From an optimization exercise on the open Yosys and OpenROAD flow, aimed at small area; shortcuts taken in it are not production practice.
Only simulation tests tie the RTL to the original design; equivalence was not proved.
No activity file was given, so power comes from the tool's default toggle rates.

## flow/design.v

```verilog
`timescale          1ns/1ns
`default_nettype    none
module tcc_inv   (input wire a, output wire y); assign y = ~a; endmodule
module tcc_nand2 (input wire a, b, output wire y); assign y = ~(a & b); endmodule
module tcc_nor2  (input wire a, b, output wire y); assign y = ~(a | b); endmodule
module tcc_nor2b (input wire a, bn, output wire y); assign y = ~a & bn; endmodule
module tcc_xor2  (input wire a, b, output wire y); assign y = a ^ b; endmodule
module tcc_xnor2 (input wire a, b, output wire y); assign y = ~(a ^ b); endmodule
module tcc_nor4  (input wire a, b, c, d, output wire y); assign y = ~(a | b | c | d); endmodule
module tcc_nand4 (input wire a, b, c, d, output wire y); assign y = ~(a & b & c & d); endmodule
module tcc_a22o  (input wire a1, a2, b1, b2, output wire y); assign y = (a1 & a2) | (b1 & b2); endmodule
module tcc_eq32 (input wire [31:0] a, input wire [31:0] b, output wire y);
    wire [31:0] d;
    wire [7:0]  g;
    wire [1:0]  h;
    genvar i;
    generate for (i = 0; i < 32; i = i + 1) begin : g_x
        tcc_xor2 u (.a(a[i]), .b(b[i]), .y(d[i]));
    end endgenerate
    generate for (i = 0; i < 8; i = i + 1) begin : g_o
        tcc_nor4 u (.a(d[4*i]), .b(d[4*i+1]), .c(d[4*i+2]), .d(d[4*i+3]), .y(g[i]));
    end endgenerate
    tcc_nand4 u_h0 (.a(g[0]), .b(g[1]), .c(g[2]), .d(g[3]), .y(h[0]));
    tcc_nand4 u_h1 (.a(g[4]), .b(g[5]), .c(g[6]), .d(g[7]), .y(h[1]));
    tcc_nor2  u_y  (.a(h[0]), .b(h[1]), .y(y));
endmodule
module tcc_zero32 (input wire [31:0] a, output wire y);
    wire [7:0]  g;
    wire [1:0]  h;
    genvar i;
    generate for (i = 0; i < 8; i = i + 1) begin : g_o
        tcc_nor4 u (.a(a[4*i]), .b(a[4*i+1]), .c(a[4*i+2]), .d(a[4*i+3]), .y(g[i]));
    end endgenerate
    tcc_nand4 u_h0 (.a(g[0]), .b(g[1]), .c(g[2]), .d(g[3]), .y(h[0]));
    tcc_nand4 u_h1 (.a(g[4]), .b(g[5]), .c(g[6]), .d(g[7]), .y(h[1]));
    tcc_nor2  u_y  (.a(h[0]), .b(h[1]), .y(y));
endmodule
module tcc_tmr_next (
    input  wire        cnt, up, r0, r1,
    input  wire [31:0] q, p,
    output wire [31:0] d
);
    wire [32:0] c;       
    wire [31:0] x;
    assign c[0] = cnt;
    genvar i;
    generate for (i = 0; i < 32; i = i + 1) begin : g_b
        wire y;
        if (i % 2 == 0) begin : g_e
            tcc_xnor2 u_y (.a(q[i]), .b(up),   .y(y));       
            tcc_nand2 u_c (.a(c[i]), .b(y),    .y(c[i+1]));
            tcc_xor2  u_x (.a(q[i]), .b(c[i]), .y(x[i]));
        end else begin : g_o
            tcc_xor2  u_y (.a(q[i]), .b(up),   .y(y));       
            tcc_nor2  u_c (.a(c[i]), .b(y),    .y(c[i+1]));
            tcc_xnor2 u_x (.a(q[i]), .b(c[i]), .y(x[i]));
        end
        tcc_a22o u_d (.a1(r0), .a2(x[i]), .b1(r1), .b2(p[i]), .y(d[i]));
    end endgenerate
endmodule
module tcc_ctr_next #(parameter W = 32) (
    input  wire         cnt, nkeep,
    input  wire [W-1:0] q,
    output wire [W-1:0] d
);
    wire [W:0]   c;      
    wire [W-1:0] xn;
    assign c[0] = cnt;
    genvar i;
    generate for (i = 0; i < W; i = i + 1) begin : g_b
        if (i % 2 == 0) begin : g_e
            tcc_nand2 u_c (.a(c[i]), .b(q[i]), .y(c[i+1]));
            tcc_xnor2 u_x (.a(q[i]), .b(c[i]), .y(xn[i]));
        end else begin : g_o
            tcc_nor2b u_c (.a(c[i]), .bn(q[i]), .y(c[i+1]));
            tcc_xor2  u_x (.a(q[i]), .b(c[i]), .y(xn[i]));
        end
        tcc_nor2 u_d (.a(nkeep), .b(xn[i]), .y(d[i]));
    end endgenerate
endmodule
module EF_TCC32 (
    input   wire            clk,
    input   wire            rst_n,
    input   wire            ctr_in,
    input   wire [31:0]     period,
    input   wire [31:0]     ctr_match,
    output  reg  [31:0]     tmr,
    output  reg  [31:0]     cp_count,
    input   wire [ 3:0]     clk_src,
    output  wire            to_flag,
    output  wire            match_flag,
    input   wire            tmr_en,
    input   wire            one_shot,
    input   wire            up,
    input   wire            cp_en,
    input   wire [1:0]      cp_event,
    output  wire            cp_flag,
    input   wire            en
);
    reg ctr_in_sync0, ctr_in_sync1, ctr_in_sync_delayed;
    always @(posedge clk) begin
        ctr_in_sync0        <= ctr_in;
        ctr_in_sync1        <= ctr_in_sync0;
        ctr_in_sync_delayed <= ctr_in_sync1;
    end
    reg  [7:0] pre;
    wire [7:0] pre_d;
    tcc_ctr_next #(.W(8)) u_pre_next (.cnt(en), .nkeep(~rst_n), .q(pre), .d(pre_d));
    always @(posedge clk)
        pre <= pre_d;
    wire ctr_mode    = (clk_src == 4'd9);
    wire tmr_clk_src = ~clk_src[3] ? pre[clk_src[2:0]] :
                       ctr_mode    ? ctr_in_sync1      : 1'b1;
    reg tmr_clk_src_delayed;
    always @(posedge clk)
        tmr_clk_src_delayed <= tmr_clk_src;
    wire tmr_clk = (clk_src == 4'd8) | (~tmr_clk_src_delayed & tmr_clk_src);
    reg  stop;
    wire eq_period, tmr_zero;
    tcc_eq32   u_eq_period (.a(tmr), .b(period), .y(eq_period));
    tcc_zero32 u_tmr_zero  (.a(tmr), .y(tmr_zero));
    assign to_flag = up ? eq_period : tmr_zero;
    wire        reload = ~tmr_en | to_flag;
    wire [31:0] tmr_d;
    tcc_tmr_next u_tmr_next (
        .cnt(~stop & tmr_clk), .up(up), .r0(~reload), .r1(reload & ~up),
        .q(tmr), .p(period), .d(tmr_d)
    );
    always @(posedge clk)
        tmr <= tmr_d;
    always @(posedge clk)
        if (~tmr_en)
            stop <= 1'b0;
        else if (to_flag & one_shot)
            stop <= 1'b1;
    reg [31:0] cp_ctr;
    reg        cp_counting, cp_counting_delayed;
    wire cp_pos = ~ctr_in_sync_delayed &  ctr_in_sync1;
    wire cp_neg =  ctr_in_sync_delayed & ~ctr_in_sync1;
    always @(posedge clk)
        if (!cp_en)
            cp_counting <= 1'b0;
        else if ((cp_event[0] & cp_pos) | (cp_event[1] & cp_neg))
            cp_counting <= ~cp_counting;
    wire [31:0] cp_ctr_d;
    tcc_ctr_next u_ctr_next (
        .cnt(tmr_clk), .nkeep(~(cp_counting & rst_n)), .q(cp_ctr), .d(cp_ctr_d)
    );
    always @(posedge clk)
        cp_ctr <= cp_ctr_d;
    always @(posedge clk)
        cp_counting_delayed <= cp_counting;
    assign cp_flag = cp_counting_delayed & ~cp_counting;
    always @(posedge clk)
        if (cp_flag | ~rst_n)
            cp_count <= cp_ctr;
    wire eq_match;
    tcc_eq32 u_eq_match (.a(tmr), .b(ctr_match), .y(eq_match));
    reg match, match_delayed;
    always @(posedge clk) begin
        match         <= eq_match & ctr_mode;
        match_delayed <= match;
    end
    assign match_flag = match & ~match_delayed;
endmodule
`timescale			1ns/1ns
`default_nettype	none
module tcc_a22oi  (input wire a1, a2, b1, b2, output wire y); assign y = ~((a1 & a2) | (b1 & b2)); endmodule
module tcc_a222oi (input wire a1, a2, b1, b2, c1, c2, output wire y); assign y = ~((a1 & a2) | (b1 & b2) | (c1 & c2)); endmodule
module tcc_nand3  (input wire a, b, c, output wire y); assign y = ~(a & b & c); endmodule
module tcc_nand4b (input wire a, b, c, d, output wire y); assign y = ~(a & b & c & d); endmodule
module tcc_rd_bit #(parameter K = 1'b0) (
    input wire sel_t, sel_p, sel_c, sel_m, sel_k, nsel_d,
    input wire t, p, c, m, k,
    output wire y
);
    wire n0, n1;
    tcc_a222oi u_0 (.a1(sel_t), .a2(t), .b1(sel_p), .b2(p), .c1(sel_c), .c2(c), .y(n0));
    tcc_a22oi  u_1 (.a1(sel_m), .a2(m), .b1(sel_k), .b2(k), .y(n1));
    generate if (K) begin : g_k
        tcc_nand3 u_y (.a(n0), .b(n1), .c(nsel_d), .y(y));
    end else begin : g_z
        tcc_nand2 u_y (.a(n0), .b(n1), .y(y));
    end endgenerate
endmodule
module tcc_rd_bit_lo (
    input wire sel_t, sel_p, sel_c, sel_m, sel_k, nsel_d, sel_r, sel_i, sel_s,
    input wire t, p, c, m, k, r, i, s,
    output wire y
);
    wire n0, n1, n2;
    tcc_a222oi u_0 (.a1(sel_t), .a2(t), .b1(sel_p), .b2(p), .c1(sel_c), .c2(c), .y(n0));
    tcc_a22oi  u_1 (.a1(sel_m), .a2(m), .b1(sel_k), .b2(k), .y(n1));
    tcc_a222oi u_2 (.a1(sel_r), .a2(r), .b1(sel_i), .b2(i), .c1(sel_s), .c2(s), .y(n2));
    tcc_nand4b u_y (.a(n0), .b(n1), .c(n2), .d(nsel_d), .y(y));
endmodule
module tcc_apb_dec (
    input  wire [15:0] a,
    output wire sel_t, sel_p, sel_c, sel_m, sel_k, sel_i, sel_r, sel_n, sel_s, nsel_d
);
    wire zz   = ~|{a[15:12], a[7:5], a[1:0]};
    wire base = zz & ~|a[11:8];              
    wire fb   = zz & (&a[11:8]) & ~a[4];     
    wire b0   = base & ~a[4];
    assign sel_t = b0 & ~a[3] & ~a[2];
    assign sel_p = b0 & ~a[3] &  a[2];
    assign sel_c = b0 &  a[3] & ~a[2];
    assign sel_m = b0 &  a[3] &  a[2];
    assign sel_k = base & a[4] & ~a[3] & ~a[2];
    assign sel_i = fb & ~a[3] & ~a[2];
    assign sel_r = fb & ~a[3] &  a[2];
    assign sel_n = fb &  a[3] & ~a[2];
    assign sel_s = fb &  a[3] &  a[2];
    assign nsel_d = b0 | sel_k | fb;
endmodule
module EF_TCC32_apb (
	input	wire 		ext_clk,
	input	wire 		PCLK,
	input	wire 		PRESETn,
	input	wire [31:0]	PADDR,
	input	wire 		PWRITE,
	input	wire 		PSEL,
	input	wire 		PENABLE,
	input	wire [31:0]	PWDATA,
	output	wire [31:0]	PRDATA,
	output	wire 		PREADY,
	output	wire 		irq
);
	localparam[15:0] TIMER_REG_ADDR = 16'h0000;
	localparam[15:0] PERIOD_REG_ADDR = 16'h0004;
	localparam[15:0] COUNTER_REG_ADDR = 16'h0008;
	localparam[15:0] COUNTER_MATCH_REG_ADDR = 16'h000c;
	localparam[15:0] CONTROL_REG_ADDR = 16'h0010;
	localparam[15:0] ICR_REG_ADDR = 16'h0f00;
	localparam[15:0] RIS_REG_ADDR = 16'h0f04;
	localparam[15:0] IM_REG_ADDR = 16'h0f08;
	localparam[15:0] MIS_REG_ADDR = 16'h0f0c;
	localparam[31:0] DEFAULT_READ = 32'hDEADBEEF;
	reg	[31:0]	PERIOD_REG;
	reg	[31:0]	COUNTER_MATCH_REG;
	reg	[31:0]	CONTROL_REG;
	reg	[2:0]	IM_REG;
	reg	[2:0]	RIS_REG;
	reg		irq_pend;
	wire[31:0]	tmr;
	wire[31:0]	cp_count;
	wire		to_flag, cp_flag, match_flag;
	wire[2:0]	flags	= {match_flag, cp_flag, to_flag};
	wire		apb_we	= PWRITE & PSEL & PENABLE;
	wire[15:0]	addr	= PADDR[15:0];
	EF_TCC32 inst_to_wrap (
		.clk(PCLK),
		.rst_n(PRESETn),
		.ctr_in(ext_clk),
		.period(PERIOD_REG),
		.ctr_match(COUNTER_MATCH_REG),
		.tmr(tmr),
		.cp_count(cp_count),
		.clk_src(CONTROL_REG[11:8]),
		.to_flag(to_flag),
		.match_flag(match_flag),
		.tmr_en(CONTROL_REG[1]),
		.one_shot(CONTROL_REG[17]),
		.up(CONTROL_REG[16]),
		.cp_en(CONTROL_REG[3]),
		.cp_event(CONTROL_REG[25:24]),
		.cp_flag(cp_flag),
		.en(CONTROL_REG[0])
	);
	wire sel_t, sel_p, sel_c, sel_m, sel_k, sel_i, sel_r, sel_n, sel_s, nsel_d;
	tcc_apb_dec u_dec (
		.a(addr), .sel_t(sel_t), .sel_p(sel_p), .sel_c(sel_c), .sel_m(sel_m), .sel_k(sel_k),
		.sel_i(sel_i), .sel_r(sel_r), .sel_n(sel_n), .sel_s(sel_s), .nsel_d(nsel_d)
	);
	wire[31:0]	wdata	= PWDATA & {32{PRESETn}};
	always @(posedge PCLK) if((apb_we & sel_p) | ~PRESETn) PERIOD_REG <= wdata;
	always @(posedge PCLK) if((apb_we & sel_m) | ~PRESETn) COUNTER_MATCH_REG <= wdata;
	always @(posedge PCLK) if((apb_we & sel_k) | ~PRESETn) CONTROL_REG <= wdata;
	always @(posedge PCLK) if((apb_we & sel_n) | ~PRESETn) IM_REG <= wdata[2:0];
	wire[2:0]	icr	= (apb_we & sel_i) ? PWDATA[2:0] : 3'd0;
	wire[2:0]	ris_set	= flags | RIS_REG;
	always @(posedge PCLK or negedge PRESETn)
		if(~PRESETn) begin
			RIS_REG  <= 3'd0;
			irq_pend <= 1'b0;
		end else begin
			RIS_REG  <= ris_set & ~icr;
			irq_pend <= |(ris_set & icr & IM_REG);
		end
	wire[2:0]	MIS_REG	= RIS_REG & IM_REG;
	assign irq = (|MIS_REG) | irq_pend;
	genvar gi;
	generate for (gi = 0; gi < 32; gi = gi + 1) begin : g_rd
		if (gi < 3) begin : g_lo
			tcc_rd_bit_lo u (
				.sel_t(sel_t), .sel_p(sel_p), .sel_c(sel_c), .sel_m(sel_m), .sel_k(sel_k),
				.nsel_d(nsel_d), .sel_r(sel_r), .sel_i(sel_n), .sel_s(sel_s),
				.t(tmr[gi]), .p(PERIOD_REG[gi]), .c(cp_count[gi]), .m(COUNTER_MATCH_REG[gi]),
				.k(CONTROL_REG[gi]), .r(RIS_REG[gi]), .i(IM_REG[gi]), .s(MIS_REG[gi]),
				.y(PRDATA[gi])
			);
		end else begin : g_hi
			tcc_rd_bit #(.K(DEFAULT_READ[gi])) u (
				.sel_t(sel_t), .sel_p(sel_p), .sel_c(sel_c), .sel_m(sel_m), .sel_k(sel_k),
				.nsel_d(nsel_d),
				.t(tmr[gi]), .p(PERIOD_REG[gi]), .c(cp_count[gi]), .m(COUNTER_MATCH_REG[gi]),
				.k(CONTROL_REG[gi]),
				.y(PRDATA[gi])
			);
		end
	end endgenerate
	assign PREADY = 1'b1;
endmodule
```

## flow/flow/run.sh

```bash
#!/bin/bash
# Standard ORFS layout (the standard.sh) with two changes to how the
# layout is made:
#  - after synthesis, combinational cells that ABC sized up are set back to
#    their smallest size (flow/downsize.py); the resizer sizes up again where
#    slew, capacitance or timing need it
#  - port buffers use the smallest buffer cell (buf_1)
#  - clock tree: clkbuf_4 buffers, small sink clusters, no dummy load cells
# Each step's output goes to its own log in this folder; ORFS's own per-step
# logs stay under orfs/logs/.
set -euo pipefail
RES=orfs/results/${FLOW_PLATFORM}/EF_TCC32_apb/base
LIB=${FLOW_HOME}/platforms/${FLOW_PLATFORM}/lib/sky130_fd_sc_hd__tt_025C_1v80.lib
bash standard.sh "$PWD/$RES/1_2_yosys.v" > flow_synth.log 2>&1
python3 flow/downsize.py "$LIB" "$RES/1_2_yosys.v" > flow_downsize.log 2>&1
bash standard.sh \
  "BUFFER_PORTS_ARGS=-buffer_cell sky130_fd_sc_hd__buf_1" \
  "CTS_ARGS=-sink_clustering_enable -repair_clock_nets -dont_use_dummy_load -buf_list sky130_fd_sc_hd__clkbuf_4 -sink_clustering_size 10 -sink_clustering_max_diameter 40" \
  finish > flow_make.log 2>&1
```

## flow/flow/downsize.py

```python
#!/usr/bin/env python3
"""Replace every combinational cell in a Yosys netlist by the smallest-area
cell of the same family (same function and pins, e.g. nor4_2 -> nor4_1).
Flip-flops, buffers and inverters are left as they are. The placer's
repair_design and repair_timing size cells up again where slew, capacitance
or timing need it.  usage: downsize.py LIB NETLIST"""
import re, sys
lib, net = sys.argv[1], sys.argv[2]
area = {}
for c in re.split(r'\n\s*cell\s*\(', open(lib).read())[1:]:
    n = re.match(r'\s*"?(\w+)', c).group(1)
    m = re.search(r'area\s*:\s*([\d.]+)', c)
    if m:
        area[n] = float(m.group(1))
fam = {}
for n, a in area.items():
    m = re.match(r'(sky130_fd_sc_hd__\w+?)_(\d+)$', n)
    if m:
        fam.setdefault(m.group(1), []).append((a, int(m.group(2)), n))
skip = re.compile(r'__(e?s?df|dl|buf|clkbuf|inv|clkinv|bufinv|clkdly|dlygate|dlymetal|conb|tap|fill|decap|lpflow|probe|diode|macro)')
best = {}
for f, v in fam.items():
    if skip.search(f + '_'):
        continue
    v.sort()
    for a, d, n in v:
        best[n] = v[0][2]
s = open(net).read()
cnt = [0]
def rep(m):
    n = m.group(1)
    b = best.get(n, n)
    if b != n:
        cnt[0] += 1
    return b + m.group(2)
s = re.sub(r'\b(sky130_fd_sc_hd__\w+)(\s+\S+\s*\()', rep, s)
open(net, 'w').write(s)
print('downsized', cnt[0], 'cells')
```

## flow/standard.sh

```bash
#!/bin/bash
# synth_recipe.tcl (not shown) runs the flow's synth.tcl, then flattens the netlist and writes it again
# the make line also repeats each setting of config.mk as NAME=value (left out here)
make -C /OpenROAD-flow-scripts/flow DESIGN_CONFIG=/design/flow/config.mk WORK_HOME=/design/flow/orfs CLKGATE_MAP_FILE= SYNTH_SCRIPT=/design/flow/synth_recipe.tcl "${@:-finish}"
```

## flow/config.mk

```make
export PLATFORM = sky130hd
export DESIGN_NAME = EF_TCC32_apb
export DESIGN_NICKNAME = EF_TCC32_apb
export VERILOG_FILES = /design/flow/design.v
export SDC_FILE = /design/flow/constraint.sdc
export NUM_CORES = 4
export LEC_CHECK = 0
export CAP_MARGIN = 20
export CORE_MARGIN = 2
export CORE_UTILIZATION = 60
export SLEW_MARGIN = 20
export SYNTH_HIERARCHICAL = 1
export SYNTH_MINIMUM_KEEP_SIZE = 0
```

## flow/constraint.sdc

```tcl
create_clock -name core_clock -period 10.0 [get_ports {PCLK}]
set_input_delay 2.0000 -clock core_clock [delete_from_list [all_inputs] [get_ports {PCLK}]]
set_output_delay 2.0000 -clock core_clock [all_outputs]
set_load 0.01 [all_outputs]
```

==> out/qor.yml, run 1 <==
status:
  outcome: "timing/DRC/antenna clean"
layout:
  layout_common_cells: "131 x edfxtp_1, 115 x xor2_1, 85 x buf_1"
  finish.utilization_pct: 67.0
  num-nets-final: 980
  fillCellCount: 1235
  regArea_um2: 5660
  final_common_cell: "edfxtp_1"
  drive_gt1_share_pct: 6.39
  multi_input_area_um2: 3890
  synthToLayoutAreaGrowth_pct: 10.2
detailed_routing:
  vias: 6810
  dr_wl_met3_um: 1900
  via_per_inst: 6.05
  met1_length_um: 9970
  post-route-drc-count: 0
  avgRoutedWirePerCell_um: 20.4
  drt-initial-drc-count: 676
  wl_met2_um: 10500
  drt-pass1-iter-count: 7
  totalWireLength_um: 23000
  postRouteAntennaNets: 0
  top_layer: "met4"
logic_synthesis:
  syn_inst: 782
  yosys_warnings: 8
  synth_nets: 852
  synth_area_um2: 9550
  synth_area_per_cell_um2: 12.2
critical_path:
  end_kind: "flip-flop"
  crit_type: "flip-flop to flip-flop"
  critPathLaunchType: "flip-flop"
  crit_arrival_ns: 7.77
  worstPathRequired_ns: 10.56
  critPathMaxFanout: 7
  max_stage_delay_ns: 0.57
  cpMaxStageDelayCell: "edfxtp_1"
  cpMostUsedCell: "nand2_1"
  r2r.worst_path.cells: 36
clock_tree:
  h-tree-depth: 1
  clk_latency_ns: 0.69
  clockRootBuffer: "clkbuf_4"
  clkTransAtPathRegs_ns: 0.09
  post_cts_buffers: 0
  clock_path_buffers: 3
  postCtsResizedCells: 0
  cts_buffers: 31
  postCtsHoldBufs: 0
  cts_sinks: 216
  cts_tree: "built"
floorplan:
  die_h_um: 130
  dieArea_um2: 16900
  start_util_pct: 60.8
  core_region_area_um2: 15700
  io_pins: 104
  std_cell_rows: 46
  die_w_um: 130
placement:
  hpwl_um: 14700
  gp_congestion: 0.844
  port_buffers: 86
timing:
  finalHoldViolations: 0
  final.period_utilization_pct: 72.1
  rsz0062_at_grt: "no"
  drv_slew: 0
  slew_headroom_pct: 34.6
  tightest_slew_ns: 0.976
  setup_viol: 0
  fin_setup_tns_ns: 0
  finClkSkew_ns: 0.0698
  fmax_ghz: 0.139
  fin_crit_ns: 7.21
power:
  p_seq_share_pct: 64.6
  p_switching_uw: 439
  vdd_drop_max_mv: 0.106
  leakage_nw: 3.52
  pwr-share-comb_pct: 10.8
  p_int_mw: 1.24
  netSwitchingFraction_pct: 26.2
  pwr-share-clk_pct: 24.5
  powerDensity_nw_per_um2: 159
hold_path:
  min_path_type: "flip-flop to flip-flop"
  holdPathStages: 0
grt:
  globalRouteOverflowTotal: 0
  grt_max_degree: 34
  grt_pass1_wl_um: 35200
  grtUsageTotal_pct: 27.3
  antenna_found_initial: 1
  grt_pass1_vias: 6565
flow_run:
  cap_violations: 0
-- worst paths after layout --
path	startpoint	slack, ns	end
worst min-delay path	inst_to_wrap.ctr_in_sync0	0.37	inst_to_wrap.ctr_in_sync1
worst min register to register	inst_to_wrap.ctr_in_sync0	0.37	inst_to_wrap.ctr_in_sync1
worst max register to register	CONTROL_REG[8]	2.79	inst_to_wrap.cp_ctr[31]
worst max-delay path	CONTROL_REG[8]	2.79	inst_to_wrap.cp_ctr[31]
max in group asynchronous	PRESETn	8.25	irq_pend
min in group asynchronous	PRESETn	1.34	RIS_REG[0]
-- routing by layer --
metal  track usage [%]  vias to the layer above
li1                  -                     3174
met1              39.4                     3300
met2              43.0                      289
met3              4.59                       47
met4              7.72                        0
met5                 0                        -
-- power groups by stage --
stage / Clock, mW / Combinational, mW / Sequential [mW]
finish: 0.411 / 0.182 / 1.08
global route: 0.462 / 0.199 / 1.09
CTS: 0.425 / 0.180 / 1.08
detailed placement: 0 / 0.178 / 1.10
global placement: 0 / 0.173 / 1.10
floorplan: 0 / 0.126 / 1.09
-- sequential cells by signal (all words and copies together) (netlist names), 3 cells and up --
signal and flops:
IM_REG 3, inst_to_wrap.tmr 32, inst_to_wrap.pre 8, inst_to_wrap.cp_ctr 32
PERIOD_REG 32, inst_to_wrap.cp_count 32, RIS_REG 3, CONTROL_REG 32
COUNTER_MATCH_REG 32
-- cell type report --
type | instances | share of cell area (%)
diodes | 1 | 0.0238
clock buffers | 31 | 2.21
inverters | 10 | 0.357
multi-input cells | 550 | 37.0
flip-flops and latches | 216 | 53.7
well taps | 216 | 2.57
repair buffers | 101 | 4.15
-- critical path, delay by kind of cell (launching register included) --
family / cells / cell delay, ns
AND/OR/NAND/NOR: 32 / 5.39
AO/OA/AOI/OAI: 2 / 0.77
flip-flops: 1 / 0.57
multiplexers: 1 / 0.20
XOR/XNOR: 1 / 0.16
-- through the flow --
step	power [mW]	hold slack (ns)	instance area [um^2]	worst slack (ns)	cells
2_1_floorplan	1.21	0.310	9550	2.64	782
3_3_place_gp	1.27	0.310	10300	3.16	1093
3_5_place_dp	1.28	0.315	10300	2.98	1093
4_1_cts	1.69	0.371	10500	2.92	1124
5_1_grt	1.75	0.394	10500	2.13	1125
6_report	1.67	0.369	10500	2.79	1125
==> run 2: changes to the inputs <==
--- a/flow/config.mk
+++ b/flow/config.mk
@@ -8,5 +8,5 @@
 export CAP_MARGIN = 20
 export CORE_MARGIN = 2
-export CORE_UTILIZATION = 60
+export CORE_UTILIZATION = 70
 export SLEW_MARGIN = 20
 export SYNTH_HIERARCHICAL = 1
==> out/qor.yml, run 2 <==
status:
  outcome: "timing/DRC/antenna clean"
timing:
  fmax_ghz: 0.138  # -0.21%
  final.period_utilization_pct: 72.2  # +0.15 points
  fin_crit_ns: 7.22  # +0.0153 ns
  fin_setup_tns_ns: 0  # unchanged
  finalHoldViolations: 0  # unchanged
  setup_viol: 0  # unchanged
  rsz0062_at_grt: "no"
  tightest_slew_ns: 0.971  # -0.00489 ns
  finClkSkew_ns: 0.0576  # -0.0122 ns
  slew_headroom_pct: 34.9  # +0.33 points
  drv_slew: 0  # unchanged
layout:
  instances_no_fill: 1084  # -3.6%
  num-nets-final: 980  # unchanged
  num_antenna_cells: 0  # -1
  fillCellCount: 872  # -29%
  final_common_cell: "edfxtp_1"
  layout_common_cells: "131 x edfxtp_1, 115 x xor2_1, 85 x buf_1"
  drive_gt1_share_pct: 6.39  # unchanged
  synthToLayoutAreaGrowth_pct: 9.64
clock_tree:
  cts_buffers: 31  # unchanged
  clock_path_buffers: 3  # unchanged
  clkTransAtPathRegs_ns: 0.10  # about the same
  h-tree-depth: 1  # unchanged
  clockRootBuffer: "clkbuf_4"
  post_cts_buffers: 0  # unchanged
  postCtsResizedCells: 0  # unchanged
  clk_latency_ns: 0.67  # -0.02 ns
  postCtsHoldBufs: 0  # unchanged
  cts_tree: "built"
  cts_sinks: 216  # unchanged
detailed_routing:
  vias: 6871  # +0.90%
  via_per_inst: 6.34  # +4.7%
  avgRoutedWirePerCell_um: 20.8  # +1.7%
  drt-pass1-iter-count: 5  # -2
  drt-initial-drc-count: 740  # +9.5%
  post-route-drc-count: 0  # unchanged
  postRouteAntennaNets: 0  # unchanged
  totalWireLength_um: 22500  # -2.0%
critical_path:
  max_stage_delay_ns: 0.54  # -0.03 ns
  critPathLaunchType: "flip-flop"
  crit_arrival_ns: 7.78  # about the same
  end_kind: "flip-flop"
  crit_type: "flip-flop to flip-flop"
  critPathTopFamily: "simple AND/OR/NAND/NOR gates"
  cpMaxStageDelayCell: "edfxtp_1"
  worstPathRequired_ns: 10.56  # about the same
  cpMostUsedCell: "nand2_1"
  critPathBufInv: 0  # unchanged
  critPathMaxFanout: 7  # unchanged
floorplan:
  die_w_um: 121  # -7.2%
  std_cell_rows: 42  # -8.7%
  core_region_area_um2: 13300  # -15%
  io_pins: 104  # unchanged
  die_h_um: 121  # -7.2%
  dieArea_um2: 14600  # -14%
  start_util_pct: 71.8  # +11 points
placement:
  hpwl_um: 14300  # -2.7%
  gp_congestion: 0.835  # -1.1%
  dp.cells: 1053  # -3.7%
  port_buffers: 86  # unchanged
grt:
  grt_pass1_vias: 6882  # +4.8%
  globalRouteOverflowTotal: 0  # unchanged
  grtUsageTotal_pct: 31.2  # +3.9 points
  antenna_found_initial: 0  # -1
  grt_pass1_wl_um: 35100  # -0.20%
  grt_max_degree: 44  # +29%
logic_synthesis:
  synth_area_um2: 9550  # unchanged
  synth_area_per_cell_um2: 12.2  # unchanged
  syn_inst: 782  # unchanged
  yosys_warnings: 8  # unchanged
  synth_nets: 852  # unchanged
power:
  vdd_drop_max_mv: 0.116  # +9.2%
  fin_total_pwr_mw: 1.67  # -0.18%
  leakage_nw: 3.52  # about the same
  powerDensity_nw_per_um2: 160  # +0.32%
hold_path:
  min_path_type: "flip-flop to flip-flop"
flow_run:
  cap_violations: 0  # unchanged
[run 2: final cells by class]
type	count	area, um^2	share of cell area [%]
Multi-Input combinational cell	550	3890	37.1
Tap cell	176	220	2.10
Clock buffer	31	233	2.22
Timing Repair Buffer	101	437	4.17
Inverter	10	37.5	0.358
Sequential cell	216	5660	54.0
[run 2: per-stage QoR]
stage / hold WS (ns) / worst slack [ns] / util [%] / area, um^2
finish: 0.346 / 2.78 / 78.8 / 10500
global route: 0.355 / 2.07 / 78.8 / 10500
CTS: 0.350 / 2.85 / 78.8 / 10500
detailed placement: 0.327 / 2.85 / 77.0 / 10200
global placement: 0.310 / 3.22 / 77.0 / 10200
floorplan: 0.310 / 2.64 / - / 9550
[run 2: power by group]
group          internal [mW]  switching [mW]  total, mW
Clock                  0.141           0.267      0.408
Sequential              1.01          0.0710       1.08
Combinational         0.0827          0.0984      0.181
[run 2: final timing paths]
kind | startpoint | end | slack [ns] | cells past startpoint
setup / recovery | CONTROL_REG[8] | inst_to_wrap.cp_ctr[31] | 2.78 | 36
hold reg to reg | inst_to_wrap.ctr_in_sync0 | inst_to_wrap.ctr_in_sync1 | 0.35 | 0
hold / removal | inst_to_wrap.ctr_in_sync0 | inst_to_wrap.ctr_in_sync1 | 0.35 | 0
min in group asynchronous | PRESETn | RIS_REG[1] | 1.40 | 2
setup reg to reg | CONTROL_REG[8] | inst_to_wrap.cp_ctr[31] | 2.78 | 36
max in group asynchronous | PRESETn | irq_pend | 8.18 | 2
[run 2: routing by layer]
metal	wire, um	vias to the layer above	global-route usage (%)
met4	396	0	8.79
li1	-	3173	-
met3	2220	43	5.19
met2	10600	373	51.0
met5	0	-	0
met1	9340	3282	43.7
==> run 3: changes to the inputs <==
--- a/flow/config.mk
+++ b/flow/config.mk
@@ -8,5 +8,5 @@
 export CAP_MARGIN = 20
 export CORE_MARGIN = 2
-export CORE_UTILIZATION = 70
+export CORE_UTILIZATION = 40
 export SLEW_MARGIN = 20
 export SYNTH_HIERARCHICAL = 1
==> out/qor.yml, run 3 <==
critical_path:
  max_stage_delay_ns: 0.53  # about the same
  critPathLaunchType: "flip-flop"
  cpMostUsedCell: "nand2_1"
  r2r.worst_path.cells: 36  # unchanged
  critPathMaxFanout: 7  # unchanged
  ff2ff_setup_slack_ns: 3.27  # +0.49 ns
  crit_type: "flip-flop to flip-flop"
  end_kind: "flip-flop"
  r2r-start: "CONTROL_REG[8]"
  cpMaxStageDelayCell: "edfxtp_1"
  r2r-end: "inst_to_wrap.cp_ctr[31]"
  crit_arrival_ns: 7.35  # -0.43 ns
  worstPathRequired_ns: 10.62  # +0.06 ns
power:
  powerDensity_nw_per_um2: 157  # -1.5%
  vdd_drop_max_mv: 0.0799  # -31%
  netSwitchingFraction_pct: 26.2  # +0.15 points
  leakage_nw: 3.52  # about the same
  fin_total_pwr_mw: 1.67  # +0.16%
  pwr-share-comb_pct: 10.7  # about the same
  p_switching_uw: 439  # +0.72%
  p_seq_share_pct: 64.6  # -0.2 points
  pwr-share-clk_pct: 24.7  # +0.3 points
  p_int_mw: 1.24  # about the same
placement:
  dpl-instance-area_um2: 10400  # +1.7%
  hpwl_um: 14800  # +3.2%
  gp_congestion: 0.773  # -7.5%
  port_buffers: 86  # unchanged
clock_tree:
  postCtsResizedCells: 0  # unchanged
  clkTransAtPathRegs_ns: 0.10  # about the same
  cts_tree: "built"
  clockRootBuffer: "clkbuf_4"
  clock_path_buffers: 3  # unchanged
  post_cts_buffers: 0  # unchanged
  clk_latency_ns: 0.68  # about the same
  postCtsHoldBufs: 0  # unchanged
  h-tree-depth: 1  # unchanged
  cts_sinks: 216  # unchanged
  cts_buffers: 31  # unchanged
detailed_routing:
  postRouteAntennaNets: 0  # unchanged
  drt-initial-drc-count: 493  # -33%
  via_per_inst: 5.35  # -16%
  post-route-drc-count: 0  # unchanged
  drt-pass1-iter-count: 6  # +1
  vias: 6563  # -4.5%
  totalWireLength_um: 23100  # +2.6%
  avgRoutedWirePerCell_um: 18.8  # -9.3%
layout:
  num-nets-final: 978  # -0.20%
  finish.utilization_pct: 45.4  # -33 points
  fin_area_um2: 10700  # +1.7%
  layout_common_cells: "131 x edfxtp_1, 115 x xor2_1, 85 x buf_1"
  drive_gt1_share_pct: 6.29  # -0.096 points
  final_common_cell: "edfxtp_1"
  synthToLayoutAreaGrowth_pct: 11.5
hold_path:
  min_path_type: "flip-flop to flip-flop"
  holdPathStages: 0  # unchanged
  min_from: "inst_to_wrap.ctr_in_sync0"
  holdPathEnd: "inst_to_wrap.ctr_in_sync1"
logic_synthesis:
  synth_area_per_cell_um2: 12.2  # unchanged
  yosys_warnings: 8  # unchanged
  synth_area_um2: 9550  # unchanged
  synth_nets: 852  # unchanged
  syn_inst: 782  # unchanged
timing:
  rsz0062_at_grt: "no"
  tightest_slew_ns: 0.944  # -0.0271 ns
  final.period_utilization_pct: 67.3  # -4.9 points
  finalHoldViolations: 0  # unchanged
  finClkSkew_ns: 0.0664  # +0.00876 ns
  fin_crit_ns: 6.73  # -0.488 ns
  drv_slew: 0  # unchanged
  setup_viol: 0  # unchanged
  slew_headroom_pct: 37.1  # +2.2 points
  fin_setup_tns_ns: 0  # unchanged
  holdWs_ns: 0.316  # -0.0303 ns
  fmax_ghz: 0.149  # +7.3%
floorplan:
  die_w_um: 159  # +31%
  start_util_pct: 40.7  # -31 points
  core_region_area_um2: 23500  # +77%
  dieArea_um2: 25100  # +72%
  io_pins: 104  # unchanged
  die_h_um: 159  # +31%
  std_cell_rows: 56  # +33%
status:
  outcome: "timing/DRC/antenna clean"
grt:
  grtUsageTotal_pct: 18.5  # -13 points
  grt_max_degree: 44  # unchanged
  grt_pass1_wl_um: 35600  # +1.4%
  antenna_found_initial: 1  # +1
  grt_pass1_vias: 6413  # -6.8%
  globalRouteOverflowTotal: 0  # unchanged
flow_run:
  cap_violations: 0  # unchanged
## run 3: how the worst max path moves through the flow
| stage | startpoint | end | slack (ns) | cells after the start |
|---|---|---|---|---|
| final | CONTROL_REG[8] | inst_to_wrap.cp_ctr[31] | 3.27 | 36 |
| after global routing | CONTROL_REG[8] | inst_to_wrap.cp_ctr[31] | 2.48 | 36 |
| after CTS | CONTROL_REG[8] | inst_to_wrap.cp_ctr[31] | 3.21 | 36 |
| after detailed placement | CONTROL_REG[8] | inst_to_wrap.cp_ctr[31] | 3.23 | 36 |
| after global placement | PADDR[7] | PRDATA[5] | 3.22 | 8 |
| after floorplan | PADDR[6] | CONTROL_REG[0] | 2.64 | 5 |
## run 3: area by class of cell
class	count	area, um^2
repair buffers	99	422
multi-input cells	550	3900
flip-flops and latches	216	5660
fillers	2224	12800
diodes	1	2.50
inverters	10	37.5
well taps	319	399
clock buffers	31	233
## run 3: stage by stage
| stage | instances | worst slack [ns] |
|---|---|---|
| floorplan | 782 | 2.64 |
| global placement | 1194 | 3.22 |
| detailed placement | 1194 | 3.23 |
| CTS | 1225 | 3.21 |
| global route | 1226 | 2.48 |
| finish | 1226 | 3.27 |
## run 3: per-layer routing
metal	vias up	GRT usage [%]	wire length (um)
met2	216	29.6	10300
met1	3147	26.6	11000
met5	-	0	0
met4	0	4.50	354
met3	29	2.59	1530
li1	3171	-	-
## run 3: power groups by stage
stage,Sequential (mW),Clock (mW),Combinational [mW]
6_report,1.08,0.414,0.179
5_1_grt,1.09,0.467,0.199
4_1_cts,1.08,0.433,0.180
3_5_place_dp,1.10,0,0.179
3_3_place_gp,1.10,0,0.177
2_1_floorplan,1.09,0,0.126
## run 3: worst max-delay path, delay by kind of cell (launching register included)
kind                      cells  cell delay (ns)
xor gates and xnor gates      1             0.16
AOI/OAI and AO/OA             2             0.75
DFF                           1             0.53
and+or+nand+nor              32             5.09
muxes                         1             0.17
==> run 4: changes to the inputs <==
--- a/flow/flow/run.sh
+++ b/flow/flow/run.sh
@@ -16,4 +16,4 @@
 bash standard.sh \
   "BUFFER_PORTS_ARGS=-buffer_cell sky130_fd_sc_hd__buf_1" \
-  "CTS_ARGS=-sink_clustering_enable -repair_clock_nets -dont_use_dummy_load -buf_list sky130_fd_sc_hd__clkbuf_4 -sink_clustering_size 10 -sink_clustering_max_diameter 40" \
+  "CTS_ARGS=-sink_clustering_enable -repair_clock_nets -dont_use_dummy_load -buf_list sky130_fd_sc_hd__clkbuf_4 -sink_clustering_size 10 -sink_clustering_max_diameter 30" \
   finish > flow_make.log 2>&1
==> out/qor.yml, run 4 <==
timing:
  holdWs_ns: 0.305  # -0.0108 ns
  tightest_slew_ns: 0.954  # +0.0105 ns
  finClkSkew_ns: 0.0844  # +0.0180 ns
  fin_setup_tns_ns: 0  # unchanged
  fin_crit_ns: 6.74  # +0.00347 ns
  drv_slew: 0  # unchanged
  fmax_ghz: 0.148  # about the same
  slew_headroom_pct: 36.4  # -0.70 points
  setup_viol: 0  # unchanged
  final.period_utilization_pct: 67.4  # about the same
  finalHoldViolations: 0  # unchanged
  rsz0062_at_grt: "no"
hold_path:
  min_path_type: "flip-flop to flip-flop"
power:
  leakage_nw: 3.58  # +1.7%
  powerDensity_nw_per_um2: 163  # +3.6%
  vdd_drop_max_mv: 0.0705  # -12%
critical_path:
  end_kind: "flip-flop"
  max_stage_delay_ns: 0.54  # about the same
  worstPathRequired_ns: 10.54  # -0.08 ns
  crit_type: "flip-flop to flip-flop"
  cpMaxStageDelayCell: "edfxtp_1"
  critPathLaunchType: "flip-flop"
  cpMostUsedCell: "nand2_1"
  crit_arrival_ns: 7.27  # -0.08 ns
  critPathMaxFanout: 7  # unchanged
floorplan:
  dieArea_um2: 25100  # unchanged
  die_w_um: 159  # unchanged
  std_cell_rows: 56  # unchanged
  start_util_pct: 40.7  # unchanged
  core_region_area_um2: 23500  # unchanged
  io_pins: 104  # unchanged
  die_h_um: 159  # unchanged
placement:
  port_buffers: 86  # unchanged
  gp_congestion: 0.773  # unchanged
  hpwl_um: 14800  # unchanged
clock_tree:
  cts_sinks: 216  # unchanged
  clkTransAtPathRegs_ns: 0.08  # -0.02 ns
  postCtsHoldBufs: 0  # unchanged
  cts_tree: "built"
  cts_buffers: 44  # +42%
  clk_latency_ns: 0.66  # -0.02 ns
  clock_path_buffers: 3  # unchanged
  h-tree-depth: 2  # +1
  postCtsResizedCells: 0  # unchanged
  post_cts_buffers: 0  # unchanged
  clockRootBuffer: "clkbuf_4"
grt:
  grt_pass1_vias: 6546  # +2.1%
  grtUsageTotal_pct: 18.8  # +0.31 points
  grt_pass1_wl_um: 35900  # +0.74%
  antenna_found_initial: 1  # unchanged
  grt_max_degree: 44  # unchanged
  globalRouteOverflowTotal: 0  # unchanged
logic_synthesis:
  yosys_warnings: 8  # unchanged
  synth_area_um2: 9550  # unchanged
  synth_area_per_cell_um2: 12.2  # unchanged
  syn_inst: 782  # unchanged
  synth_nets: 852  # unchanged
detailed_routing:
  post-route-drc-count: 0  # unchanged
  avgRoutedWirePerCell_um: 18.7  # -0.73%
  postRouteAntennaNets: 0  # unchanged
  vias: 6634  # +1.1%
  drt-pass1-iter-count: 6  # unchanged
  via_per_inst: 5.35  # about the same
  drt-initial-drc-count: 493  # unchanged
  totalWireLength_um: 23200  # +0.32%
layout:
  final_common_cell: "edfxtp_1"
  num-nets-final: 991  # +1.3%
  layout_common_cells: "131 x edfxtp_1, 115 x xor2_1, 85 x buf_1"
  drive_gt1_share_pct: 7.62  # +1.3 points
  multi_input_area_um2: 3900  # unchanged
  synthToLayoutAreaGrowth_pct: 12.5
  regArea_um2: 5660  # unchanged
  fillCellCount: 2214  # -0.45%
flow_run:
  cap_violations: 0  # unchanged
status:
  outcome: "timing/DRC/antenna clean"
[run 4: metrics by stage]
step	cells	utilization, %	setup slack [ns]	power, mW	area (um^2)
after global routing	1239	45.8	2.46	1.84	10800
after global placement	1194	44.4	3.22	1.28	10400
after detailed placement	1194	44.4	3.23	1.28	10400
final	1239	45.8	3.26	1.75	10800
after floorplan	782	-	2.64	1.21	9550
after CTS	1238	45.8	3.18	1.77	10700
[run 4: worst paths after layout]
kind / from / end / slack (ns) / cells after the start
max: CONTROL_REG[8] / inst_to_wrap.cp_ctr[31] / 3.26 / 36
min: inst_to_wrap.ctr_in_sync0 / inst_to_wrap.ctr_in_sync1 / 0.31 / 0
max reg2reg: CONTROL_REG[8] / inst_to_wrap.cp_ctr[31] / 3.26 / 36
min reg2reg: inst_to_wrap.ctr_in_sync0 / inst_to_wrap.ctr_in_sync1 / 0.31 / 0
max in group asynchronous: PRESETn / irq_pend / 8.16 / 2
min in group asynchronous: PRESETn / RIS_REG[2] / 1.46 / 2
[run 4: report_power, final]
group,internal (mW),switching [mW],total (mW)
clock network,0.200,0.289,0.489
registers,1.01,0.0692,1.08
logic,0.0822,0.0966,0.179
total,1.30,0.455,1.75
[run 4: layer usage]
metal	wire length, um	share of wire (%)	up-vias	global-route usage [%]
met4	387	1.7	0	5.79
met1	11000	47	3174	26.4
li1	-	-	3201	-
met3	1510	6.5	33	3.51
met2	10300	44	226	29.6
met5	0	0	-	0
[run 4: worst max-delay path: cells and delay by family, from the launching register on]
kind	cells	cell delay (ns)
AOI/OAI and AO/OA	2	0.75
xor gates and xnor gates	1	0.15
DFF	1	0.54
muxes	1	0.17
and+or+nand+nor	32	5.05
[run 4: area by class of cell]
| class | count | area share [%] |
|---|---|---|
| diodes | 1 | 0.0233 |
| well taps | 319 | 3.71 |
| clock buffers | 44 | 3.07 |
| flip-flops and latches | 216 | 52.6 |
| inverters | 10 | 0.349 |
| multi-input cells | 550 | 36.3 |
| repair buffers | 99 | 3.92 |
==> run 5: changes to the inputs <==
--- a/flow/flow/run.sh
+++ b/flow/flow/run.sh
@@ -16,4 +16,4 @@
 bash standard.sh \
   "BUFFER_PORTS_ARGS=-buffer_cell sky130_fd_sc_hd__buf_1" \
-  "CTS_ARGS=-sink_clustering_enable -repair_clock_nets -dont_use_dummy_load -buf_list sky130_fd_sc_hd__clkbuf_4 -sink_clustering_size 10 -sink_clustering_max_diameter 30" \
+  "CTS_ARGS=-sink_clustering_enable -repair_clock_nets -dont_use_dummy_load -buf_list sky130_fd_sc_hd__clkbuf_2 -sink_clustering_size 6 -sink_clustering_max_diameter 30" \
   finish > flow_make.log 2>&1
==> out/qor.yml, run 5 <==
clock_tree:
  post_cts_buffers: 0  # unchanged
  postCtsHoldBufs: 0  # unchanged
  h-tree-depth: 2  # unchanged
  postCtsResizedCells: 0  # unchanged
  clockRootBuffer: "clkbuf_2"
  cts_buffers: 50  # +14%
  cts_sinks: 216  # unchanged
  cts_tree: "built"
  clock_path_buffers: 3  # unchanged
  clk_latency_ns: 0.78  # +0.12 ns
  clkTransAtPathRegs_ns: 0.11  # +0.03 ns
critical_path:
  end_kind: "flip-flop"
  critPathLaunchType: "flip-flop"
  max_stage_delay_ns: 0.54  # about the same
  crit_type: "flip-flop to flip-flop"
  cpMostUsedCell: "nand2_1"
  ff2ff_setup_slack_ns: 3.24  # -0.03 ns
  cpMaxStageDelayCell: "edfxtp_1"
  crit_arrival_ns: 7.49  # +0.22 ns
  worstPathRequired_ns: 10.72  # +0.18 ns
  critPathMaxFanout: 7  # unchanged
grt:
  grt_pass1_wl_um: 36000  # +0.40%
  antenna_found_initial: 1  # unchanged
  grt_pass1_vias: 6636  # +1.4%
  grtUsageTotal_pct: 18.9  # +0.12 points
  globalRouteOverflowTotal: 0  # unchanged
  grt_max_degree: 44  # unchanged
timing:
  tightest_slew_ns: 0.973  # +0.0193 ns
  setup_viol: 0  # unchanged
  fin_crit_ns: 6.76  # +0.0275 ns
  rsz0062_at_grt: "no"
  fmax_ghz: 0.148  # -0.41%
  drv_slew: 0  # unchanged
  fin_setup_tns_ns: 0  # unchanged
  final.period_utilization_pct: 67.6  # +0.28 points
  finClkSkew_ns: 0.0767  # -0.00770 ns
  finalHoldViolations: 0  # unchanged
  slew_headroom_pct: 35.1  # -1.3 points
detailed_routing:
  via_per_inst: 5.36  # about the same
  drt-initial-drc-count: 512  # +3.9%
  post-route-drc-count: 0  # unchanged
  avgRoutedWirePerCell_um: 18.8  # +0.40%
  drt-pass1-iter-count: 8  # +2
  vias: 6671  # +0.56%
  totalWireLength_um: 23400  # +0.89%
  postRouteAntennaNets: 0  # unchanged
logic_synthesis:
  synth_area_um2: 9550  # unchanged
  syn_inst: 782  # unchanged
  yosys_warnings: 8  # unchanged
  synth_area_per_cell_um2: 12.2  # unchanged
  synth_nets: 852  # unchanged
floorplan:
  start_util_pct: 40.7  # unchanged
  dieArea_um2: 25100  # unchanged
  std_cell_rows: 56  # unchanged
  die_h_um: 159  # unchanged
  core_region_area_um2: 23500  # unchanged
  die_w_um: 159  # unchanged
  io_pins: 104  # unchanged
placement:
  dp.cells: 1194  # unchanged
  hpwl_um: 14800  # unchanged
  gp_congestion: 0.773  # unchanged
  port_buffers: 86  # unchanged
layout:
  finish.utilization_pct: 45.5  # -0.34 points
  synthToLayoutAreaGrowth_pct: 11.7
  layout_common_cells: "131 x edfxtp_1, 115 x xor2_1, 85 x buf_1"
  instances_no_fill: 1245  # +0.48%
  num-nets-final: 997  # +0.61%
  drive_gt1_share_pct: 8.22  # +0.60 points
  final_common_cell: "edfxtp_1"
power:
  vdd_drop_max_mv: 0.0801  # +14%
  leakage_nw: 3.59  # +0.15%
  powerDensity_nw_per_um2: 159  # -2.6%
hold_path:
  min_path_type: "flip-flop to flip-flop"
status:
  outcome: "timing/DRC/antenna clean"
flow_run:
  cap_violations: 0  # unchanged
-- run 5: cell type report --
type | count | area, um^2
well taps | 319 | 399
inverters | 10 | 37.5
clock buffers | 50 | 250
diodes | 1 | 2.50
fillers | 2236 | 12800
repair buffers | 99 | 422
flip-flops and latches | 216 | 5660
multi-input cells | 550 | 3900
-- run 5: power by group --
| group | leakage (nW) | switching [mW] | internal [mW] |
|---|---|---|---|
| Sequential | 1.99 | 0.0692 | 1.01 |
| Clock | 0.208 | 0.302 | 0.129 |
| Combinational | 1.38 | 0.0976 | 0.0823 |
-- run 5: layer usage --
| layer | routed length (um) | track usage, % |
|---|---|---|
| met5 | 0 | 0 |
| met4 | 460 | 6.56 |
| met3 | 1560 | 3.51 |
| met2 | 10400 | 29.7 |
| met1 | 11000 | 26.3 |
-- run 5: worst max-delay path: cells and delay by family (launching register included) --
family | cells | cell delay (ns)
compound gates | 2 | 0.75
simple gates | 32 | 5.11
xor+xnor | 1 | 0.16
flops | 1 | 0.54
mux | 1 | 0.17
-- run 5: stage by stage --
step / setup slack [ns] / total power, mW / cell area, um^2 / hold WS (ns)
after floorplan: 2.64 / 1.21 / 9550 / 0.310
after global placement: 3.22 / 1.28 / 10400 / 0.313
after detailed placement: 3.23 / 1.28 / 10400 / 0.315
after CTS: 3.22 / 1.71 / 10700 / 0.304
after global routing: 2.51 / 1.78 / 10700 / 0.326
final: 3.24 / 1.69 / 10700 / 0.306
-- run 5: worst paths after layout --
check,start,to,depth (start not counted)
setup / recovery,CONTROL_REG[8],inst_to_wrap.cp_ctr[31],36
hold / removal,inst_to_wrap.ctr_in_sync0,inst_to_wrap.ctr_in_sync1,0
setup reg to reg,CONTROL_REG[8],inst_to_wrap.cp_ctr[31],36
hold reg to reg,inst_to_wrap.ctr_in_sync0,inst_to_wrap.ctr_in_sync1,0
max in group asynchronous,PRESETn,irq_pend,2
min in group asynchronous,PRESETn,RIS_REG[2],2
==> run 6: changes to the inputs <==
--- a/flow/flow/run.sh
+++ b/flow/flow/run.sh
@@ -16,4 +16,4 @@
 bash standard.sh \
   "BUFFER_PORTS_ARGS=-buffer_cell sky130_fd_sc_hd__buf_1" \
-  "CTS_ARGS=-sink_clustering_enable -repair_clock_nets -dont_use_dummy_load -buf_list sky130_fd_sc_hd__clkbuf_2 -sink_clustering_size 6 -sink_clustering_max_diameter 30" \
+  "CTS_ARGS=-sink_clustering_enable -repair_clock_nets -dont_use_dummy_load -buf_list sky130_fd_sc_hd__clkbuf_4 -sink_clustering_size 12 -sink_clustering_max_diameter 35" \
   finish > flow_make.log 2>&1
==> out/qor.yml, run 6 <==
hold_path:
  holdPathStages: 0  # unchanged
  min_path_type: "flip-flop to flip-flop"
  min_from: "inst_to_wrap.ctr_in_sync0"
  holdPathEnd: "inst_to_wrap.ctr_in_sync1"
placement:
  port_buffers: 86  # unchanged
  hpwl_um: 14800  # unchanged
  dpl-instance-area_um2: 10400  # unchanged
  dp_slack_ns: 3.23  # unchanged
  gp_congestion: 0.773  # unchanged
logic_synthesis:
  synth_nets: 852  # unchanged
  yosys_warnings: 8  # unchanged
  synth_area_um2: 9550  # unchanged
  synth_area_per_cell_um2: 12.2  # unchanged
  syn_inst: 782  # unchanged
clock_tree:
  h-tree-depth: 2  # unchanged
  cts_buffers: 37  # -26%
  clock_path_buffers: 3  # unchanged
  postCtsResizedCells: 0  # unchanged
  post_cts_buffers: 0  # unchanged
  cts_sinks: 216  # unchanged
  clkTransAtPathRegs_ns: 0.10  # about the same
  clk_latency_ns: 0.66  # -0.12 ns
  postCtsHoldBufs: 0  # unchanged
  cts_tree: "built"
  clockRootBuffer: "clkbuf_4"
detailed_routing:
  drt-initial-drc-count: 533  # +4.1%
  vias: 6579  # -1.4%
  post-route-drc-count: 0  # unchanged
  via_per_inst: 5.34  # -0.34%
  totalWireLength_um: 23100  # -1.1%
  postRouteAntennaNets: 0  # unchanged
  drt-pass1-iter-count: 5  # -3
  avgRoutedWirePerCell_um: 18.8  # about the same
grt:
  grt_max_degree: 44  # unchanged
  grt_pass1_wl_um: 35800  # -0.71%
  grtUsageTotal_pct: 18.7  # -0.20 points
  globalRouteOverflowTotal: 0  # unchanged
  antenna_found_initial: 1  # unchanged
  grt_pass1_vias: 6497  # -2.1%
timing:
  final.period_utilization_pct: 66.7  # -0.90 points
  fin_crit_ns: 6.67  # -0.0903 ns
  finClkSkew_ns: 0.116  # +0.0395 ns
  drv_slew: 0  # unchanged
  tightest_slew_ns: 0.955  # -0.0180 ns
  finalHoldViolations: 0  # unchanged
  fmax_ghz: 0.150  # +1.4%
  worst_slack_ns: 3.33  # +0.0903 ns
  rsz0062_at_grt: "no"
  setup_viol: 0  # unchanged
  fin_setup_tns_ns: 0  # unchanged
  slew_headroom_pct: 36.3  # +1.2 points
floorplan:
  die_h_um: 159  # unchanged
  io_pins: 104  # unchanged
  start_util_pct: 40.7  # unchanged
  core_region_area_um2: 23500  # unchanged
  dieArea_um2: 25100  # unchanged
  std_cell_rows: 56  # unchanged
  die_w_um: 159  # unchanged
critical_path:
  end_kind: "flip-flop"
  max_stage_delay_ns: 0.54  # about the same
  ff2ff_setup_slack_ns: 3.33  # +0.09 ns
  r2r.worst_path.cells: 36  # unchanged
  crit_arrival_ns: 7.22  # -0.27 ns
  critPathMaxFanout: 7  # unchanged
  cpMostUsedCell: "nand2_1"
  critPathBufInv: 0  # unchanged
  critPathLaunchType: "flip-flop"
  r2r-end: "inst_to_wrap.cp_ctr[31]"
  cpMaxStageDelayCell: "edfxtp_1"
  critPathTopFamily: "simple AND/OR/NAND/NOR gates"
  crit_type: "flip-flop to flip-flop"
  r2r-start: "CONTROL_REG[8]"
  worstPathRequired_ns: 10.54  # -0.18 ns
layout:
  layout_common_cells: "131 x edfxtp_1, 115 x xor2_1, 85 x buf_1"
  fillCellCount: 2228  # -0.36%
  num-nets-final: 984  # -1.3%
  multi_input_area_um2: 3900  # unchanged
  final_common_cell: "edfxtp_1"
  synthToLayoutAreaGrowth_pct: 12.0
  fin_area_um2: 10700  # +0.26%
  regArea_um2: 5660  # unchanged
  drive_gt1_share_pct: 6.91  # -1.3 points
flow_run:
  cap_violations: 0  # unchanged
power:
  powerDensity_nw_per_um2: 160  # +0.95%
  leakage_nw: 3.55  # -1.0%
  vdd_drop_max_mv: 0.0938  # +17%
status:
  outcome: "timing/DRC/antenna clean"
## run 6: worst register-to-register path, delay by kind of cell (launching register included)
family	cells	cell delay [ns]
AO/OA/AOI/OAI	2	0.75
XOR/XNOR	1	0.15
flip-flops	1	0.54
multiplexers	1	0.18
AND/OR/NAND/NOR	32	5.05
## run 6: area by class of cell
type,instances,area share (%)
Sequential cell,216,52.9
Antenna cell,1,0.0234
Clock buffer,37,2.60
Inverter,10,0.351
Multi-Input combinational cell,550,36.5
Tap cell,319,3.73
Timing Repair Buffer,99,3.94
## run 6: per-stage QoR
step                utilization, %  hold WS [ns]  total power [mW]  instances
finish                        45.6         0.281              1.71       1232
global route                  45.6         0.298              1.80       1232
CTS                           45.6         0.279              1.73       1231
detailed placement            44.4         0.315              1.28       1194
global placement              44.4         0.313              1.28       1194
floorplan                        -         0.310              1.21        782
## run 6: power breakdown
| group | internal, mW | switching, mW | total, mW |
|---|---|---|---|
| clock | 0.170 | 0.283 | 0.453 |
| sequential | 1.01 | 0.0694 | 1.08 |
| combinational | 0.0822 | 0.0964 | 0.179 |
## run 6: layer usage
layer	wire length (um)	global-route usage, %
met5	0	0
met4	355	4.89
met3	1570	3.65
met2	10300	29.6
met1	10900	26.4
## run 6: worst max-delay path by stage
stage                     cells past startpoint  slack, ns                       to      startpoint
after floorplan                               5       2.64           CONTROL_REG[0]        PADDR[6]
after global placement                        8       3.22                PRDATA[5]        PADDR[7]
after detailed placement                     36       3.23  inst_to_wrap.cp_ctr[31]  CONTROL_REG[8]
after CTS                                    36       3.28  inst_to_wrap.cp_ctr[31]  CONTROL_REG[8]
after global routing                         36       2.54  inst_to_wrap.cp_ctr[31]  CONTROL_REG[8]
final                                        36       3.33  inst_to_wrap.cp_ctr[31]  CONTROL_REG[8]
==> run 7: changes to the inputs <==
--- a/flow/flow/run.sh
+++ b/flow/flow/run.sh
@@ -16,4 +16,4 @@
 bash standard.sh \
   "BUFFER_PORTS_ARGS=-buffer_cell sky130_fd_sc_hd__buf_1" \
-  "CTS_ARGS=-sink_clustering_enable -repair_clock_nets -dont_use_dummy_load -buf_list sky130_fd_sc_hd__clkbuf_4 -sink_clustering_size 12 -sink_clustering_max_diameter 35" \
+  "CTS_ARGS=-sink_clustering_enable -repair_clock_nets -dont_use_dummy_load -buf_list sky130_fd_sc_hd__clkbuf_4 -sink_clustering_size 11 -sink_clustering_max_diameter 40" \
   finish > flow_make.log 2>&1
==> out/qor.yml, run 7 <==
floorplan:
  io_pins: 104  # unchanged
  start_util_pct: 40.7  # unchanged
  dieArea_um2: 25100  # unchanged
  die_h_um: 159  # unchanged
  std_cell_rows: 56  # unchanged
  die_w_um: 159  # unchanged
  core_region_area_um2: 23500  # unchanged
timing:
  setup_viol: 0  # unchanged
  worst_slack_ns: 3.31  # -0.0134 ns
  finClkSkew_ns: 0.116  # +0.000350 ns
  fmax_ghz: 0.150  # -0.20%
  tightest_slew_ns: 0.939  # -0.0166 ns
  final.period_utilization_pct: 66.9  # +0.13 points
  finalHoldViolations: 0  # unchanged
  holdWs_ns: 0.301  # +0.0191 ns
  rsz0062_at_grt: "no"
  drv_slew: 0  # unchanged
  fin_setup_tns_ns: 0  # unchanged
  fin_crit_ns: 6.69  # +0.0135 ns
  slew_headroom_pct: 37.4  # +1.1 points
layout:
  layout_common_cells: "131 x edfxtp_1, 115 x xor2_1, 85 x buf_1"
  multi_input_area_um2: 3900  # unchanged
  fillCellCount: 2221  # -0.31%
  regArea_um2: 5660  # unchanged
  num-nets-final: 978  # -0.61%
  drive_gt1_share_pct: 6.29  # -0.62 points
  final_common_cell: "edfxtp_1"
  instances_no_fill: 1226  # -0.49%
  fin_area_um2: 10700  # -0.42%
  finish.utilization_pct: 45.4  # -0.19 points
  synthToLayoutAreaGrowth_pct: 11.5
critical_path:
  cpMaxStageDelayCell: "edfxtp_1"
  critPathBufInv: 0  # unchanged
  ff2ff_setup_slack_ns: 3.31  # about the same
  worstPathRequired_ns: 10.66  # +0.12 ns
  critPathMaxFanout: 7  # unchanged
  r2r.worst_path.cells: 36  # unchanged
  cpMostUsedCell: "nand2_1"
  critPathTopFamily: "simple AND/OR/NAND/NOR gates"
  max_stage_delay_ns: 0.53  # about the same
  crit_type: "flip-flop to flip-flop"
  end_kind: "flip-flop"
  crit_arrival_ns: 7.34  # +0.12 ns
  r2r-start: "CONTROL_REG[8]"
  critPathLaunchType: "flip-flop"
  r2r-end: "inst_to_wrap.cp_ctr[31]"
logic_synthesis:
  synth_area_per_cell_um2: 12.2  # unchanged
  synth_area_um2: 9550  # unchanged
  yosys_warnings: 8  # unchanged
  syn_inst: 782  # unchanged
  synth_nets: 852  # unchanged
detailed_routing:
  avgRoutedWirePerCell_um: 18.9  # +0.52%
  totalWireLength_um: 23100  # about the same
  met1_length_um: 10900  # -0.47%
  dr_wl_met3_um: 1630  # +3.5%
  wl_met2_um: 10400  # +0.73%
  via_per_inst: 5.35  # +0.25%
  top_layer: "met4"
  drt-initial-drc-count: 464  # -13%
  vias: 6563  # -0.24%
  postRouteAntennaNets: 0  # unchanged
  post-route-drc-count: 0  # unchanged
  drt-pass1-iter-count: 7  # +2
power:
  powerDensity_nw_per_um2: 157  # -1.8%
  netSwitchingFraction_pct: 26.2  # +0.051 points
  p_switching_uw: 440  # -2.1%
  leakage_nw: 3.52  # -0.78%
  pwr-share-comb_pct: 10.7  # +0.3 points
  vdd_drop_max_mv: 0.0830  # -12%
  p_seq_share_pct: 64.6  # +1.5 points
  pwr-share-clk_pct: 24.7  # -1.7 points
  fin_total_pwr_mw: 1.68  # -2.2%
  p_int_mw: 1.24  # -2.3%
flow_run:
  cap_violations: 0  # unchanged
placement:
  port_buffers: 86  # unchanged
  gp_congestion: 0.773  # unchanged
  hpwl_um: 14800  # unchanged
  dp_slack_ns: 3.23  # unchanged
  dp.cells: 1194  # unchanged
  dpl-instance-area_um2: 10400  # unchanged
clock_tree:
  clock_path_buffers: 3  # unchanged
  clkTransAtPathRegs_ns: 0.12  # +0.02 ns
  postCtsResizedCells: 0  # unchanged
  post_cts_buffers: 0  # unchanged
  clockRootBuffer: "clkbuf_4"
  clk_latency_ns: 0.71  # +0.05 ns
  cts_buffers: 31  # -16%
  h-tree-depth: 1  # -1
  cts_tree: "built"
  cts_sinks: 216  # unchanged
  postCtsHoldBufs: 0  # unchanged
grt:
  globalRouteOverflowTotal: 0  # unchanged
  antenna_found_initial: 1  # unchanged
  grt_max_degree: 44  # unchanged
  grtUsageTotal_pct: 18.5  # -0.27 points
  grt_pass1_wl_um: 35500  # -0.62%
  grt_pass1_vias: 6404  # -1.4%
hold_path:
  holdPathStages: 0  # unchanged
  min_path_type: "flip-flop to flip-flop"
  min_from: "inst_to_wrap.ctr_in_sync0"
  holdPathEnd: "inst_to_wrap.ctr_in_sync1"
status:
  outcome: "timing/DRC/antenna clean"
[run 7: worst max path at each step]
stage / from / to / slack, ns / cells after the start
3_5_place_dp: CONTROL_REG[8] / inst_to_wrap.cp_ctr[31] / 3.23 / 36
6_report: CONTROL_REG[8] / inst_to_wrap.cp_ctr[31] / 3.31 / 36
4_1_cts: CONTROL_REG[8] / inst_to_wrap.cp_ctr[31] / 3.28 / 36
5_1_grt: CONTROL_REG[8] / inst_to_wrap.cp_ctr[31] / 2.52 / 36
2_1_floorplan: PADDR[6] / CONTROL_REG[0] / 2.64 / 5
3_3_place_gp: PADDR[7] / PRDATA[5] / 3.22 / 8
[run 7: cell type report]
class                           instances  share of cell area (%)
Antenna cell                            1                  0.0235
Tap cell                              319                    3.75
Timing Repair Buffer                   99                    3.96
Sequential cell                       216                    53.1
Clock buffer                           31                    2.18
Multi-Input combinational cell        550                    36.6
Inverter                               10                   0.352
[run 7: power groups by stage]
stage	registers [mW]	logic, mW	clock network (mW)
final	1.08	0.180	0.414
after global routing	1.09	0.199	0.466
after CTS	1.08	0.180	0.432
after detailed placement	1.10	0.179	0
after global placement	1.10	0.177	0
after floorplan	1.09	0.126	0
[run 7: layer usage]
layer | GRT usage, % | vias up
li1 | - | 3173
met1 | 26.7 | 3133
met2 | 29.5 | 232
met3 | 2.75 | 25
met4 | 3.99 | 0
met5 | 0 | -

-- re-timing with driven ports --
Ports are ideal in the flow. The routed layouts listed here were re-timed in OpenROAD.
Step 1 assumes that a clkbuf_16 drives the clock port and a buf_2 every other input.
Step 2 adds t to the input delays and takes it off the output delays; t is the mean of the earliest and latest rising clock arrival at the registers after step 1. Input paths then give back, and output paths get back, about the clock's delay inside the block.
Three values: ideal, step 1, step 2; two values: the first two.
run | shift t [ns] | slack for setup (ns) | worst register clock-pin slew, ns
run 1 | 0.689 | 2.793 / 2.793 / 2.793 | 0.11 / 0.11
run 2 | 0.680 | 2.778 / 2.778 / 2.778 | 0.10 / 0.10
run 3 | 0.688 | 3.266 / 3.266 / 3.266 | 0.10 / 0.10
run 4 | 0.661 | 3.263 / 3.263 / 3.263 | 0.10 / 0.10
run 5 | 0.780 | 3.235 / 3.235 / 3.235 | 0.12 / 0.12
run 6 | 0.637 | 3.326 / 3.326 / 3.326 | 0.11 / 0.11
run 7 | 0.693 | 3.312 / 3.312 / 3.312 | 0.12 / 0.12
After both steps setup and hold are still met in every run listed.
